From an optimization exercise on the open Yosys and OpenROAD flow, aimed at small area, a short achievable clock period and few clock cycles per item; shortcuts taken in it are not production practice.
The RTL was checked by simulation tests, not by an equivalence proof against the original design.
No activity file was given, so power comes from the tool's default toggle rates.

## design/flow/constraint.sdc

```tcl
create_clock -name core_clock -period 4.0 [get_ports {clk}]
set_input_delay 0.8000 -clock core_clock [delete_from_list [all_inputs] [get_ports {clk}]]
set_output_delay 0.8000 -clock core_clock [all_outputs]
set_load 0.01 [all_outputs]
```

## design/flow/config.mk

```make
export PLATFORM = sky130hd
export DESIGN_NAME = action_config
export DESIGN_NICKNAME = action_config
export VERILOG_FILES = /design/flow/design.v
export SDC_FILE = /design/flow/constraint.sdc
export NUM_CORES = 4
export LEC_CHECK = 0
export CAP_MARGIN = 20
export CORE_MARGIN = 2
export CORE_UTILIZATION = 40
export SLEW_MARGIN = 20
```

## design/flow/design.v

```verilog
`timescale 1ns/1ps
module action_config
#(parameter
    C_S_AXI_ADDR_WIDTH = 16,
    C_S_AXI_DATA_WIDTH = 32
)(
    (* X_INTERFACE_INFO = "xilinx.com:signal:clock:1.0 clk CLK" *)
    (* X_INTERFACE_PARAMETER = "ASSOCIATED_BUSIF s_axi, ASSOCIATED_RESET resetn" *)
    input                                   clk                   ,
    (* X_INTERFACE_INFO = "xilinx.com:signal:reset:1.0 resetn RST" *)
    (* X_INTERFACE_PARAMETER = "POLARITY ACTIVE_LOW" *)
    input                                   resetn                 ,
    input  wire [C_S_AXI_ADDR_WIDTH-1:0]   s_axi_AWADDR,
    input  wire                            s_axi_AWVALID,
    output wire                            s_axi_AWREADY,
    input  wire [C_S_AXI_DATA_WIDTH-1:0]   s_axi_WDATA,
    input  wire [C_S_AXI_DATA_WIDTH/8-1:0] s_axi_WSTRB,
    input  wire                            s_axi_WVALID,
    output wire                            s_axi_WREADY,
    output wire [1:0]                      s_axi_BRESP,
    output wire                            s_axi_BVALID,
    input  wire                            s_axi_BREADY,
    input  wire [C_S_AXI_ADDR_WIDTH-1:0]   s_axi_ARADDR,
    input  wire                            s_axi_ARVALID,
    output wire                            s_axi_ARREADY,
    output wire [C_S_AXI_DATA_WIDTH-1:0]   s_axi_RDATA,
    output wire [1:0]                      s_axi_RRESP,
    output wire                            s_axi_RVALID,
    input  wire                            s_axi_RREADY,
    output reg [31:0]                      data_collection_mode     ,
    output reg [47:0]                      fpga_mac_addr            ,
    output reg [31:0]                      fpga_ipv4_addr           ,
    output reg [31:0]                      one_over_energy          ,
    output reg [31:0]                      frames_per_trigger       ,
    output reg [7:0]                       nmodules                 ,
    output reg [3:0]                       nstorage_cells           ,
    output reg                             data_collection_start    ,
    output reg                             data_collection_cancel   ,
    input                                  data_collection_idle     ,
    input                                  qsfpdd_modprs            ,
    input [6:0]                            hbm_temperature          ,
    input                                  hbm_temp_trip            ,
    input                                  apb_complete_0           ,
    input                                  pede2gain_data_fifo_empty  ,
    input                                  pede2gain_data_fifo_full   ,
    input                                  pede2gain_addr_fifo_empty  ,
    input                                  pede2gain_addr_fifo_full   ,
    input                                  udp_fifo_empty             ,
    input                                  udp_fifo_full              ,
    input                                  host_mem_data_fifo_empty   ,
    input                                  host_mem_data_fifo_full    ,
    input                                  host_mem_cmd_fifo_empty    ,
    input                                  host_mem_cmd_fifo_full     ,
    input                                  work_req_fifo_empty        ,
    input                                  work_req_fifo_full         ,
    input                                  work_compl_fifo_empty      ,
    input                                  work_compl_fifo_full       ,
    input                                  last_data_fifo_empty       ,
    input                                  last_data_fifo_full        ,
    input                                  last_addr_fifo_empty       ,
    input                                  last_addr_fifo_full        ,
    input                                  mailbox_interrupt_0        ,
    input                                  mailbox_interrupt_1        ,
    input [63:0]                           stalls_hbm                 ,
    input [63:0]                           stalls_host                ,
    input                                  stalls_hbm_valid           ,
    input                                  stalls_host_valid          ,
    input [63:0]                           packets_processed          ,
    input                                  packets_processed_valid    ,
    input [63:0]                           packets_eth                ,
    input                                  packets_eth_valid          ,
    input [63:0]                           packets_icmp               ,
    input                                  packets_icmp_valid         ,
    input [63:0]                           packets_udp                ,
    input                                  packets_udp_valid          ,
    input [3:0]                            host_writer_err       ,
    input                                  host_writer_err_valid ,
    input                                  eth_stat_rx_status         ,
    input                                  eth_stat_rx_aligned        ,
    input                                  eth_busy                   ,
    input                                  eth_stat_rx_packet_bad_fcs ,
    input                                  mm2s_error                 ,
    input                                  s2mm_error                 ,
    output                                 qsfp_led_busy                ,
    output                                 qsfp_led_conn
);
localparam
    WRIDLE                 = 2'd0,
    WRDATA                 = 2'd1,
    WRRESP                 = 2'd2,
    WRRESET                = 2'd3,
    RDIDLE                 = 2'd0,
    RDDATA                 = 2'd1,
    RDRESET                = 2'd2,
    ADDR_BITS              = C_S_AXI_ADDR_WIDTH;
    reg  [1:0]                    wstate;
    reg  [1:0]                    wnext;
    reg  [ADDR_BITS-1:0]          waddr;
    wire [31:0]                   wmask;
    wire                          aw_hs;
    wire                          w_hs;
    reg  [1:0]                    rstate;
    reg  [1:0]                    rnext;
    reg  [31:0]                   rdata;
    wire                          ar_hs;
    wire [ADDR_BITS-1:0]          raddr;
    (* ASYNC_REG = "TRUE" *) reg reg_eth_busy_1;
    (* ASYNC_REG = "TRUE" *) reg reg_eth_busy_2;
    (* ASYNC_REG = "TRUE" *) reg reg_eth_stat_rx_status_1;
    (* ASYNC_REG = "TRUE" *) reg reg_eth_stat_rx_aligned_1;
    (* ASYNC_REG = "TRUE" *) reg reg_eth_stat_rx_status_2;
    (* ASYNC_REG = "TRUE" *) reg reg_eth_stat_rx_aligned_2;
    (* ASYNC_REG = "TRUE" *) reg reg_eth_stat_rx_packet_bad_fcs_1;
    (* ASYNC_REG = "TRUE" *) reg reg_eth_stat_rx_packet_bad_fcs_2;
    reg reg_eth_stat_rx_packet_bad_fcs_ever;
    reg [6:0]  reg_hbm_temperature;
    reg [6:0]  reg_hbm_max_temperature;
    reg        reg_hbm_temp_trip;
    reg        reg_hbm_temp_trip_ever;
    reg [63:0] reg_stalls_hbm;
    reg [63:0] reg_stalls_host;
    reg [63:0] reg_packets_processed;
    reg [63:0] reg_packets_eth;
    reg [63:0] reg_packets_icmp;
    reg [63:0] reg_packets_udp;
    reg [31:0] reg_fifo_status;
    reg [3:0]  reg_host_writer_err;
    reg        reg_qsfpdd_modprs;
    reg        reg_data_collection_idle;
assign s_axi_AWREADY = (wstate == WRIDLE);
assign s_axi_WREADY  = (wstate == WRDATA);
assign s_axi_BRESP   = 2'b00;   
assign s_axi_BVALID  = (wstate == WRRESP);
assign wmask   = { {8{s_axi_WSTRB[3]}}, {8{s_axi_WSTRB[2]}}, {8{s_axi_WSTRB[1]}}, {8{s_axi_WSTRB[0]}} };
assign aw_hs   = s_axi_AWVALID & s_axi_AWREADY;
assign w_hs    = s_axi_WVALID & s_axi_WREADY;
always @(posedge clk) begin
    if (!resetn)
        wstate <= WRRESET;
    else
        wstate <= wnext;
end
always @(*) begin
    case (wstate)
        WRIDLE:
            if (s_axi_AWVALID)
                wnext = WRDATA;
            else
                wnext = WRIDLE;
        WRDATA:
            if (s_axi_WVALID)
                wnext = WRRESP;
            else
                wnext = WRDATA;
        WRRESP:
            if (s_axi_BREADY)
                wnext = WRIDLE;
            else
                wnext = WRRESP;
        default:
            wnext = WRIDLE;
    endcase
end
always @(posedge clk) begin
    if (aw_hs)
        waddr <= s_axi_AWADDR[ADDR_BITS-1:0];
end
assign s_axi_ARREADY = (rstate == RDIDLE);
assign s_axi_RDATA   = rdata;
assign s_axi_RRESP   = 2'b00;   
assign s_axi_RVALID  = (rstate == RDDATA);
assign ar_hs   = s_axi_ARVALID & s_axi_ARREADY;
assign raddr   = s_axi_ARADDR[ADDR_BITS-1:0];
always @(posedge clk) begin
    if (!resetn)
        rstate <= RDRESET;
    else
        rstate <= rnext;
end
always @(*) begin
    case (rstate)
        RDIDLE:
            if (s_axi_ARVALID)
                rnext = RDDATA;
            else
                rnext = RDIDLE;
        RDDATA:
            if (s_axi_RREADY & s_axi_RVALID)
                rnext = RDIDLE;
            else
                rnext = RDDATA;
        default:
            rnext = RDIDLE;
    endcase
end
always @(posedge clk) begin
    if (ar_hs) begin
        rdata <= 1'b0;
        case (raddr)
            16'h0000: begin
                rdata[0] <= data_collection_start;
                rdata[1] <= reg_data_collection_idle;
                rdata[2] <= data_collection_cancel;
                rdata[8] <= reg_eth_stat_rx_status_2;
                rdata[9] <= reg_eth_stat_rx_aligned_2;
                if (mm2s_error)
                    rdata[10] <= 1;
                if (s2mm_error)
                    rdata[11] <= 1;
                rdata[12] <= reg_hbm_temp_trip;
                rdata[13] <= reg_hbm_temp_trip_ever;
                rdata[14] <= apb_complete_0;
                rdata[15] <= reg_eth_stat_rx_packet_bad_fcs_ever;
                rdata[16] <= mailbox_interrupt_0;
                rdata[17] <= mailbox_interrupt_1;
                rdata[18] <= !reg_qsfpdd_modprs;
                rdata[31:24] <= reg_host_writer_err;
            end
            16'h0064: begin
                rdata <= fpga_mac_addr[47:32];
            end
            16'h0060: begin
                rdata <= fpga_mac_addr[31:0];
            end
            16'h0068: begin
                rdata <= fpga_ipv4_addr;
            end
            16'h0070: begin
                rdata <= data_collection_mode;
            end
            16'h0074: begin
                rdata <= one_over_energy;
            end
            16'h0078: begin
                rdata <= frames_per_trigger;
            end
            16'h006C: begin
                rdata <= nmodules;
            end
            16'h007C: begin
                rdata <= nstorage_cells;
            end
            32'h0010: begin
                rdata <= 32'h52324158;
            end
            32'h0014: begin
                rdata <= 32'h00000000;
            end
            16'h000C: begin
                rdata <= 32'h00000000;
            end
            16'h0020: begin
                rdata <= 32'd8;
            end
            16'h0024: begin
                rdata <= 32'd1;
            end
            16'h0018: begin
                rdata <= reg_hbm_temperature;
            end
            16'h001C: begin
                rdata <= reg_hbm_max_temperature;
            end
            16'h0034: begin
                rdata <= reg_stalls_hbm[63:32];
            end
            16'h0030: begin
                rdata <= reg_stalls_hbm[31:0];
            end
            16'h002C: begin
                rdata <= reg_stalls_host[63:32];
            end
            16'h0028: begin
                rdata <= reg_stalls_host[31:0];
            end
            16'h004C: begin
                rdata <= reg_packets_eth[63:32];
            end
            16'h0048: begin
                rdata <= reg_packets_eth[31:0];
            end
            16'h005C: begin
                rdata <= reg_packets_udp[63:32];
            end
            16'h0058: begin
                rdata <= reg_packets_udp[31:0];
            end
            16'h0054: begin
                rdata <= reg_packets_icmp[63:32];
            end
            16'h0050: begin
                rdata <= reg_packets_icmp[31:0];
            end
            16'h0044: begin
                rdata <= reg_packets_processed[63:32];
            end
            16'h0040: begin
                rdata <= reg_packets_processed[31:0];
            end
            16'h0038: begin
                rdata <= reg_fifo_status;
            end
        endcase
    end
end
always @(posedge clk) begin
    if (!resetn)
        data_collection_start <= 1'b0;
    else if (!reg_data_collection_idle)
        data_collection_start <= 1'b0;
    else if (w_hs && waddr == 16'h0000 && s_axi_WSTRB[0] && s_axi_WDATA[0])
        data_collection_start <= 1'b1;
end
always @(posedge clk) begin
    if (!resetn)
        data_collection_cancel <= 1'b0;
    else if (w_hs && waddr == 16'h0000 && s_axi_WSTRB[0])
        data_collection_cancel <= s_axi_WDATA[2];
end
always @(posedge clk) begin
    if (!resetn)
        reg_data_collection_idle <= 1'b1;
    else begin
        reg_data_collection_idle <= data_collection_idle;
    end
end
always @(posedge clk) begin
    if (!resetn)
        data_collection_mode <= 0;
    else if (reg_data_collection_idle) begin
        if (w_hs && waddr == 16'h0070)
            data_collection_mode <= (s_axi_WDATA[31:0] & wmask) | (data_collection_mode & ~wmask);
    end
end
always @(posedge clk) begin
    if (!resetn)
        fpga_mac_addr[47:32] <= 0;
    else if (reg_data_collection_idle) begin
        if (w_hs && waddr == 16'h0064 )
            fpga_mac_addr[47:32] <= (s_axi_WDATA[31:0] & wmask) | (fpga_mac_addr[47:32] & ~wmask);
    end
end
always @(posedge clk) begin
    if (!resetn)
        fpga_mac_addr[31:0] <= 0;
    else if (reg_data_collection_idle) begin
        if (w_hs && waddr == 16'h0060 )
            fpga_mac_addr[31:0] <= (s_axi_WDATA[31:0] & wmask) | (fpga_mac_addr[31:0] & ~wmask);
    end
end
always @(posedge clk) begin
    if (!resetn)
        fpga_ipv4_addr <= 0;
    else if (reg_data_collection_idle) begin
        if (w_hs && waddr == 16'h0068 )
            fpga_ipv4_addr <= (s_axi_WDATA[31:0] & wmask) | (fpga_ipv4_addr & ~wmask);
    end
end
always @(posedge clk) begin
    if (!resetn)
        one_over_energy <= 0;
    else if (reg_data_collection_idle) begin
        if (w_hs && waddr == 16'h0074 )
            one_over_energy <= (s_axi_WDATA[31:0] & wmask) | (one_over_energy & ~wmask);
    end
end
always @(posedge clk) begin
    if (!resetn)
        frames_per_trigger <= 0;
    else if (reg_data_collection_idle) begin
        if (w_hs && waddr == 16'h0078 )
            frames_per_trigger <= (s_axi_WDATA[31:0] & wmask) | (frames_per_trigger & ~wmask);
    end
end
always @(posedge clk) begin
    if (!resetn)
        nmodules <= 0;
    else if (reg_data_collection_idle) begin
        if (w_hs && waddr == 16'h006C )
            nmodules <= (s_axi_WDATA[7:0] & wmask[7:0]) | (nmodules & ~wmask[7:0]);
    end
end
always @(posedge clk) begin
    if (!resetn)
        nstorage_cells <= 0;
    else if (reg_data_collection_idle) begin
        if (w_hs && waddr == 16'h007C)
            nstorage_cells <= (s_axi_WDATA[3:0] & wmask[3:0]) | (nstorage_cells & ~wmask[3:0]);
    end
end
always @ (posedge clk) begin
    reg_eth_stat_rx_status_1  <= eth_stat_rx_status;
    reg_eth_stat_rx_status_2  <= reg_eth_stat_rx_status_1;
    reg_eth_stat_rx_aligned_1 <= eth_stat_rx_aligned;
    reg_eth_stat_rx_aligned_2 <= reg_eth_stat_rx_aligned_1;
    reg_eth_stat_rx_packet_bad_fcs_1 <= eth_stat_rx_packet_bad_fcs;
    reg_eth_stat_rx_packet_bad_fcs_2 <= reg_eth_stat_rx_packet_bad_fcs_1;
    reg_eth_busy_1            <= eth_busy;
    reg_eth_busy_2            <= reg_eth_busy_1;
    reg_hbm_temperature       <= hbm_temperature;
    reg_hbm_temp_trip         <= hbm_temp_trip;
end
always @ (posedge clk) begin
    if (!resetn)
        begin
            reg_stalls_hbm        <= 0;
            reg_stalls_host       <= 0;
            reg_packets_processed <= 0;
            reg_packets_eth       <= 0;
            reg_packets_udp       <= 0;
            reg_packets_icmp      <= 0;
            reg_host_writer_err   <= 0;
        end
    else
        begin
            if (stalls_hbm_valid)
                reg_stalls_hbm <= stalls_hbm;
            if (stalls_host_valid)
                reg_stalls_host <= stalls_host;
            if (packets_processed_valid)
                reg_packets_processed <= packets_processed;
            if (packets_eth_valid)
                reg_packets_eth <= packets_eth;
            if (packets_udp_valid)
                reg_packets_udp <= packets_udp;
            if (packets_icmp_valid)
                reg_packets_icmp <= packets_icmp;
            if (host_writer_err_valid)
                reg_host_writer_err <= host_writer_err;
        end
end
always @ (posedge clk) begin
    if (!resetn)
        reg_hbm_temp_trip_ever <= 0;
    else if (hbm_temp_trip)
        reg_hbm_temp_trip_ever <= 1;
end
always @ (posedge clk) begin
    if (!resetn)
        reg_eth_stat_rx_packet_bad_fcs_ever <= 0;
    else if (reg_eth_stat_rx_packet_bad_fcs_2)
        reg_eth_stat_rx_packet_bad_fcs_ever <= 1;
end
always @ (posedge clk) begin
    if (!resetn)
        reg_qsfpdd_modprs <= 0;
    else
        reg_qsfpdd_modprs <= qsfpdd_modprs;
end
always @ (posedge clk) begin
    if (!resetn)
        reg_hbm_max_temperature <= 0;
    else if (reg_hbm_temperature > reg_hbm_max_temperature)
        reg_hbm_max_temperature <= reg_hbm_temperature;
end
always @(posedge clk) begin
    if (!resetn)
        reg_fifo_status <= 32'h0;
    else
        begin
        reg_fifo_status[0] <= pede2gain_data_fifo_empty;
        reg_fifo_status[1] <= pede2gain_data_fifo_full;
        reg_fifo_status[2] <= pede2gain_addr_fifo_empty;
        reg_fifo_status[3] <= pede2gain_addr_fifo_full;
        reg_fifo_status[6] <= udp_fifo_empty;
        reg_fifo_status[7] <= udp_fifo_full;
        reg_fifo_status[8] <= host_mem_data_fifo_empty;
        reg_fifo_status[9] <= host_mem_data_fifo_full;
        reg_fifo_status[10] <= host_mem_cmd_fifo_empty;
        reg_fifo_status[11] <= host_mem_cmd_fifo_full;
        reg_fifo_status[12] <= work_req_fifo_empty;
        reg_fifo_status[13] <= work_req_fifo_full;
        reg_fifo_status[14] <= work_compl_fifo_empty;
        reg_fifo_status[15] <= work_compl_fifo_full;
        reg_fifo_status[16] <= last_data_fifo_empty;
        reg_fifo_status[17] <= last_data_fifo_full;
        reg_fifo_status[18] <= last_addr_fifo_empty;
        reg_fifo_status[19] <= last_addr_fifo_full;
        end
end
assign qsfp_led_conn = !reg_eth_stat_rx_status_2;
assign qsfp_led_busy = !reg_eth_busy_2;
endmodule
```

## design/flow/run.sh

```bash
#!/bin/bash
# synth_recipe.tcl (not shown) runs the flow's synth.tcl, then flattens the netlist and writes it again
# the make line also repeats each setting of config.mk as NAME=value (left out here)
make -C /OpenROAD-flow-scripts/flow DESIGN_CONFIG=/design/flow/config.mk WORK_HOME=/design/flow/orfs CLKGATE_MAP_FILE= SYNTH_SCRIPT=/design/flow/synth_recipe.tcl finish
```

==> flow_metrics.env <==
export IMPL_ys_types=63
export IMPL_fin_area_mm2=0.0392
export IMPL_critPathMaxStageDelay_ps=680
export IMPL_die_area_mm2=0.0714
export IMPL_p_int_mw=11.8
export IMPL_swShare_pct=24.5
export IMPL_layout_commonest_cell="clkdlybuf4s50_1"
export IMPL_post_cts_resized=0
export IMPL_endpoint_kind="flip-flop"
export IMPL_gp_congestion=0.981
export IMPL_clockBufferDepth=3
export IMPL_clk_transition_reported_paths_ps=60
export IMPL_wl_per_cell_um=31.0
export IMPL_die_y_um=267
export IMPL_power_leakage_nw=15.5
export IMPL_power_density_mw_per_mm2=399
export IMPL_grt_pass1_wl_um=193000
export IMPL_place_port_buffers=735
export IMPL_grt_pass1_vias=26100
export IMPL_fp_dieW_um=267
export IMPL_fill_cells=5935
export IMPL_dpl_cell_area_mm2=0.0368
export IMPL_dp_hpwl_um=108000
export IMPL_ant_nets=0
export IMPL_critPathMaxFanout=10
export IMPL_fp_coreArea_mm2=0.0686
export IMPL_critPathRequiredTime_ps=4470
export IMPL_highest_layer="met5"
export IMPL_hold_buffers=0
export IMPL_synth_async_sr_flop_share_pct=0
export IMPL_synth_area_per_cell_um2=9.78
export IMPL_wl_met1_um=54500
export IMPL_antenna_found_initial=17
export IMPL_cp_common_cell="buf_4"
export IMPL_mostFrequentLayoutCells="clkdlybuf4s50_1 (728), dfxtp_1 (627), nor2_1 (436)"
export IMPL_synth_edff_count=48
export IMPL_grtUsageTotal_pct=38.2
export IMPL_ys_seq_area_share_pct=50.5
export IMPL_crit_chain="clkdlybuf4s50_1, buf_4, buf_4, nor4_1, nor4b_4, buf_4, a22o_1, a221oi_1, and3_1, nand4_1"
export IMPL_start_util_pct=40.4
export IMPL_hp_class="flip-flop to flip-flop"
export IMPL_fin_worst_skew_ps=22.4
export IMPL_io_pins=740
export IMPL_synthesis_area_mm2=0.0277
export IMPL_finalHoldViolCount=0
export IMPL_drv_slew=0
export IMPL_drt_iter0_markers=3516
export IMPL_drc=0
export IMPL_rrSetupSlack_ps=1130
export IMPL_synth_cells=2832
export IMPL_area_growth_pct=41.4
export IMPL_dr_wl_met3_um=12700
export IMPL_finalNonFillerCells=4568
export IMPL_cp_data_arrival_time_ps=3670
export IMPL_fin_crit_sh_pct=80.0
export IMPL_p_seq_share_pct=46.8
export IMPL_cts_root_buffer="clkbuf_16"
export IMPL_tightest_slew_ps=1120
export IMPL_cp_num_buf_inv=4
export IMPL_route_met2_wl_um=65700
export IMPL_ir_worst_vdd_uv=277
export IMPL_rsz0062_at_grt="no"
export IMPL_fin_ws_ps=802
export IMPL_slew_headroom_pct=24.9
export IMPL_htree_levels=3
export IMPL_pre_cts_slack_ps=260
export IMPL_critPathSlowestCell="nor4_1"
export IMPL_period_minus_slack_ps=3200
export IMPL_comb_power_share_pct=9.6
export IMPL_clock_fmax_mhz=313
export IMPL_clock_power_share_pct=43.6
export IMPL_drive_gt1_share_pct=8.46
export IMPL_max_cap_viol_count=0
export IMPL_dp_cells=4423
export IMPL_yosys_warnings=1
export IMPL_worstSkewPairLatency_ps=620
export IMPL_critPathKind="input pin to flip-flop"
export IMPL_nets=4084
export IMPL_first_pass_iters=8
export IMPL_routed_wl_um=142000
export IMPL_synth_ff_type="dfxtp_1"
export IMPL_postCtsSetupBuffers=0
export IMPL_clock_sinks=675
export IMPL_rows=96
export IMPL_crit_family="simple AND/OR/NAND/NOR gates"
export IMPL_cts_made_buffers=75
export IMPL_ys_ff_latch=675
export IMPL_gr_total_overflow=0
export IMPL_status="finished clean"
export IMPL_fin_tns_setup_ps=0
export IMPL_grt_max_degree=107
export IMPL_viasPerCell=5.93
export IMPL_finalSetupViolCount=0
export IMPL_power_switching_mw=3.83
export IMPL_start_kind="input pin"
export IMPL_vias=27100
export IMPL_tritoncts="yes"
-- through the flow --
stage	util, %	hold slack (ps)	total power [mW]
6_report	57.1	325	15.6
5_1_grt	57.1	330	16.0
4_1_cts	57.1	326	15.7
3_5_place_dp	53.6	313	8.94
3_3_place_gp	53.6	312	8.93
2_1_floorplan	-	310	7.97
-- synth_stat cells (2+ instances only) --
| master | number | share of area, % |
|---|---|---|
| dfxtp_1 | 627 | 45 |
| nor2_1 | 436 | 5.9 |
| mux2i_1 | 428 | 15 |
| nand2_1 | 313 | 4.2 |
| a21oi_1 | 171 | 3.1 |
| clkbuf_1 | 127 | 1.7 |
| a22oi_1 | 79 | 2.1 |
| a221oi_1 | 77 | 2.4 |
| nand3_1 | 75 | 1.4 |
| a22o_1 | 70 | 2.2 |
| edfxtp_1 | 48 | 5.2 |
| a222oi_1 | 47 | 1.7 |
| and2_1 | 34 | 0.77 |
| buf_2 | 34 | 0.61 |
| nand4_1 | 33 | 0.75 |
| buf_1 | 30 | 0.41 |
| inv_1 | 21 | 0.28 |
| nor4_2 | 21 | 0.95 |
| and3_1 | 17 | 0.38 |
| buf_4 | 16 | 0.43 |
| nor4_4 | 15 | 1.2 |
| nor4_1 | 14 | 0.32 |
| buf_6 | 10 | 0.41 |
| ha_1 | 7 | 0.32 |
| nor2b_1 | 6 | 0.14 |
| and4_1 | 5 | 0.16 |
| nor3_1 | 5 | 0.090 |
| o21ai_0 | 5 | 0.090 |
| a31oi_1 | 4 | 0.090 |
| nand2b_1 | 4 | 0.090 |
| or4b_1 | 4 | 0.14 |
| a211o_1 | 3 | 0.095 |
| and4b_1 | 3 | 0.11 |
| nor4b_1 | 3 | 0.095 |
| nor4b_2 | 3 | 0.16 |
| o22ai_1 | 3 | 0.068 |
| or4bb_1 | 3 | 0.12 |
| a32o_1 | 2 | 0.072 |
| nand4b_1 | 2 | 0.063 |
| nor3b_1 | 2 | 0.054 |
| o21a_1 | 2 | 0.054 |
| or4_1 | 2 | 0.054 |
-- cell families (layout without fill, tap and decap cells) --
kind of cell / count (synthesis) / after routing / share of synthesized area, %
and+or+nand+nor: 1008 / 1008 / 17.4
DFF: 675 / 675 / 50.5
adders and majority gates: 7 / 7 / 0.316
other: 1 / 14 / 0.0135
xor gates and xnor gates: 1 / 1 / 0.0316
AOI/OAI and AO/OA: 473 / 473 / 12.4
buffers and inverters: 239 / 1031 / 3.88
muxes: 428 / 428 / 15.5
-- worst register-to-register path, stage by stage (launching register included) --
cell	delay, ps
edfxtp_1	380
nor4b_1	520
nand4_1	400
nor4_4	530
buf_4	310
nand2_1	300
nand2_1	210
a21oi_1	80
-- final timing paths --
check | startpoint | endpoint | depth (start not counted)
hold reg to reg | reg_eth_busy_1$_DFF_P_ | reg_eth_busy_2$_DFF_P_ | 0
setup reg to reg | waddr[1]$_DFFE_PP_ | flip-flop | 7
hold / removal | reg_eth_busy_1$_DFF_P_ | reg_eth_busy_2$_DFF_P_ | 0
setup / recovery | s_axi_ARADDR[5] | rdata[12]$_DFFE_PP_ | 10
-- routing by layer --
| metal | vias to the layer above | GRT usage, % |
|---|---|---|
| met5 | - | 0.347 |
| met4 | 18 | 20.9 |
| met3 | 410 | 8.16 |
| met2 | 1776 | 62.4 |
| met1 | 13200 | 47.0 |
| li1 | 11700 | - |
-- cell type report --
cell class                 instances  area, um2  area share [%]
sequential                       675      14000            35.7
clock inverter                    25        209           0.533
multi-input combinational       1921      12800            32.8
clock buffer                     109       2170            5.54
timing repair buffer             875       8680            22.1
tap                              931       1160            2.97
inverter                          22       90.1           0.230
antenna                           10       25.0          0.0639
-- power groups by stage --
stage | Combinational (mW) | Clock, mW | Sequential [mW]
global placement | 1.47 | 0 | 7.46
floorplan | 0.643 | 0 | 7.33
finish | 1.50 | 6.82 | 7.32
CTS | 1.49 | 6.86 | 7.31
global route | 1.59 | 7.13 | 7.33
detailed placement | 1.48 | 0 | 7.45
Testbench counts, summed over its fixed seeds: cycles 5,971, transactions 4,800.

what the ideal ports hide:
The flow's constraints put no driver on any port. The routed layout listed below was extracted and timed again, unchanged, in two steps.
Step 1 assumes that a clkbuf_16 drives the clock port and a buf_2 every other input.
Step 2 also shifts input and output timing later by t, the mid clock arrival at the registers, as if the neighbouring blocks saw the same clock.
Slacks: ideal ports / drivers / drivers and shift; pairs: ideal ports / drivers.
t, ns: 0.680
setup slack, ns: 0.802 / 0.796 / 0.116
worst setup path after step 2: input to register
After both steps setup and hold are still met in this run. The setup slack of this run moves by -0.006 ns with the drivers and by -0.686 ns with both steps.
